From an optimization exercise on the open Yosys and OpenROAD flow, aimed at small area, a short achievable clock period and few clock cycles; shortcuts taken in it are not production practice. Function was checked by simulation only, so behaviour that the tests miss may differ from the original. Power figures rest on the tool's default switching activity, not on a simulated workload.

run 1:
Design M1, start of the top module:
module M1 (
	input logic Clock,
	input logic resetn,
	input logic [15:0] SRAM_read_data,
	input logic start,
	output logic [17:0] SRAM_address,
	output logic done,
	output logic [15:0] SRAM_write_data,
	output logic SRAM_we_n
);
Settings: LEC_CHECK=0, CAP_MARGIN=20, CORE_MARGIN=2, CORE_UTILIZATION=45, PLACE_DENSITY=0.6, SLEW_MARGIN=20; clock period 14.0 ns.
standard.sh (not shown) runs the stock make flow with config.mk's settings and CLKGATE_MAP_FILE= SYNTH_SCRIPT=/design/flow/synth_recipe.tcl, a recipe that flattens the netlist after the stock synthesis.
==> flow/flow/run.sh <==
#!/bin/bash
export SETUP_SLACK_MARGIN=10.0
export CTS_BUF_LIST=sky130_fd_sc_hd__clkbuf_8
export CTS_CLUSTER_SIZE=30
bash standard.sh > standard.log 2>&1
Testbench counts of run 1, summed over its fixed seeds: cycles 779,580.
Input changes introduced in run 2 (baseline for comparison: run 1):
==> flow/run.sh (new file) <==
#!/bin/bash
# synth_recipe.tcl (not shown) runs the flow's synth.tcl, then flattens the netlist and writes it again
# the make line also repeats each setting of config.mk as NAME=value (left out here)
make -C /OpenROAD-flow-scripts/flow DESIGN_CONFIG=/design/flow/config.mk WORK_HOME=/design/flow/orfs CLKGATE_MAP_FILE= SYNTH_SCRIPT=/design/flow/synth_recipe.tcl finish
removed: flow/flow/run.sh
removed: flow/standard.sh
## What came out
Run 2 against run 1: total routing usage reported by global routing dropped 0.68 points, depth of the critical timing path with buffers and inverters included dropped 2.
Peak per-stage delay on the critical path ends up lower on run 1.
Of run 2 and run 1, the higher global routing usage on met1 belongs to run 1.
Compared with run 1, run 2 shows proportion of power drawn by combinational gates lower by 2.3 points.
Worst hold slack was lower in run 1 than in run 2.
Share of final layout cell area taken by non-clock buffers down 1.4 points in run 2 wrt run 1
On wire length on met2: run 2 sits below run 1.
Run 1 -> run 2: filler cell count in the final layout flat
--- input diff run 2..run 3 ---
==> flow/flow/run.sh (new file) <==
#!/bin/bash
cat standard.sh > standard_sh.txt
export SETUP_SLACK_MARGIN=9.0
bash standard.sh > standard.log 2>&1
==> flow/standard.sh (new file) <==
#!/bin/bash
# synth_recipe.tcl (not shown) runs the flow's synth.tcl, then flattens the netlist and writes it again
# the make line also repeats each setting of config.mk as NAME=value (left out here)
make -C /OpenROAD-flow-scripts/flow DESIGN_CONFIG=/design/flow/config.mk WORK_HOME=/design/flow/orfs CLKGATE_MAP_FILE= SYNTH_SCRIPT=/design/flow/synth_recipe.tcl "${@:-finish}"
removed: flow/run.sh
Notes after the runs:
~same utilization in run 2 and run 3
Delta (run 3 minus run 2): overall routed net length held steady, total power density per cell area held steady.
Edits applied to the flow inputs when going from run 3 to run 4:
--- a/flow/flow/run.sh
+++ b/flow/flow/run.sh
@@ -3 +3 @@
-export SETUP_SLACK_MARGIN=9.0
+export SETUP_SLACK_MARGIN=10.5
### Flow results
From run 3 to run 4 the numbers moved as follows: met3 demand-to-capacity share in global routing lost 0.60 points; switching share of total power picked up an extra 0.53 points. Relative to run 3, final area has gone up in run 4. No stage failed in run 4, and the final checks on the layout all came back clean.


## v43
M1, a different RTL version from the one above (not shown whole).
For scale: ~1,900 cells after synthesis, roughly 55 I/O pins, ~22,000 µm² of cells after synthesis.
## M1
module M1 (
	input logic Clock,
	input logic resetn,
	input logic [15:0] SRAM_read_data,
	input logic start,
	output logic [17:0] SRAM_address,
	output logic done,
	output logic [15:0] SRAM_write_data,
	output logic SRAM_we_n
);
make LEC_CHECK=0 CAP_MARGIN=20 CORE_MARGIN=2 CORE_UTILIZATION=45 CTS_BUF_LIST=sky130_fd_sc_hd__clkbuf_4 CTS_CLUSTER_SIZE=20 PLACE_DENSITY=0.6 SLEW_MARGIN=20 finish   # period 14.0 ns
run.sh (not shown) runs the stock make flow with config.mk's settings and CLKGATE_MAP_FILE= SYNTH_SCRIPT=/design/flow/synth_recipe.tcl, a recipe that flattens the netlist after the stock synthesis.
Stock flow here: none of the scripts above is used.
Testbench counts of v43, summed over its fixed seeds: cycles 779,580.
## Diff of input files: v18 against v43
- clearing CTS_CLUSTER_SIZE, which used to be 20
- clearing CTS_BUF_LIST, which used to be sky130_fd_sc_hd__clkbuf_4
==> flow/flow/run.sh (new file) <==
#!/bin/bash
cat standard.sh > standard_sh.txt
export SETUP_SLACK_MARGIN=10.0
bash standard.sh > standard.log 2>&1
==> flow/standard.sh (new file) <==
#!/bin/bash
# synth_recipe.tcl (not shown) runs the flow's synth.tcl, then flattens the netlist and writes it again
# the make line also repeats each setting of config.mk as NAME=value (left out here)
make -C /OpenROAD-flow-scripts/flow DESIGN_CONFIG=/design/flow/config.mk WORK_HOME=/design/flow/orfs CLKGATE_MAP_FILE= SYNTH_SCRIPT=/design/flow/synth_recipe.tcl "${@:-finish}"
removed: flow/run.sh
Findings:
Summary — logic depth of the worst path, buffers included, v18 relative to v43: lower, by 2.
Area added between synthesis and finish in v18 is 4.1 points above v43.
Going from v43 to v18, total detailed-routing wirelength grows by 2.6%.
No stage failed in v18, and the final checks on the layout all came back clean.
Placeable core region: v43 vs v18 identical
Routability-driven placement congestion ratio essentially unchanged between v18 and v43.
The inputs of v58 differ from those of v18 as listed below.
==> flow/run.sh (new file) <==
#!/bin/bash
# synth_recipe.tcl (not shown) runs the flow's synth.tcl, then flattens the netlist and writes it again
# the make line also repeats each setting of config.mk as NAME=value (left out here)
make -C /OpenROAD-flow-scripts/flow DESIGN_CONFIG=/design/flow/config.mk WORK_HOME=/design/flow/orfs CLKGATE_MAP_FILE= SYNTH_SCRIPT=/design/flow/synth_recipe.tcl finish
removed: flow/flow/run.sh
removed: flow/standard.sh
--- outcome ---
- v58 has area of all placed cells without fillers below what v18 had.
- v58: wire length is 1600 µm lower than what v18 reported.
- First-pass GRT wire length delta (v58 − v18): favourable
- v58 leaves less setup margin than v18.
- v58 vs. v18: clock network area share flat, areal power density over the cells climbed 3.2 nW/µm², sequential cell area in the final layout held.

==> what the ideal ports hide <==
How much do the figures lean on ideal ports? The routed layouts below were timed once more, with nothing changed but the port constraints.
Step 1 assumes that a clkbuf_16 drives the clock port and a buf_2 every other input.
Step 2, shift: input delay + t, output delay - t, t = (earliest + latest rising clock arrival at the registers) / 2. This alone moves slack from input paths to output paths.
a / b / c = ideal ports / drivers / drivers and shift; a / b = the first two.
run	shift t [ns]	slack for setup (ns)	worst data-port slew with drivers (ns)
run 1	0.730	9.869 / 9.853 / 9.617	0.04
run 2	0.619	8.943 / 8.943 / 8.943	0.04
run 3	0.619	9.245 / 9.245 / 9.245	0.04
run 4	0.639	9.848 / 9.848 / 9.848	0.04
v43	0.851	8.862 / 8.862 / 8.862	0.04
v18	0.602	9.909 / 9.909 / 9.690	0.04
v58	0.595	8.873 / 8.873 / 8.873	0.04
After both steps every run listed still meets setup and hold. The setup slack of run 1, which loses most, moves by -0.016 ns with the drivers and by -0.252 ns with both steps.
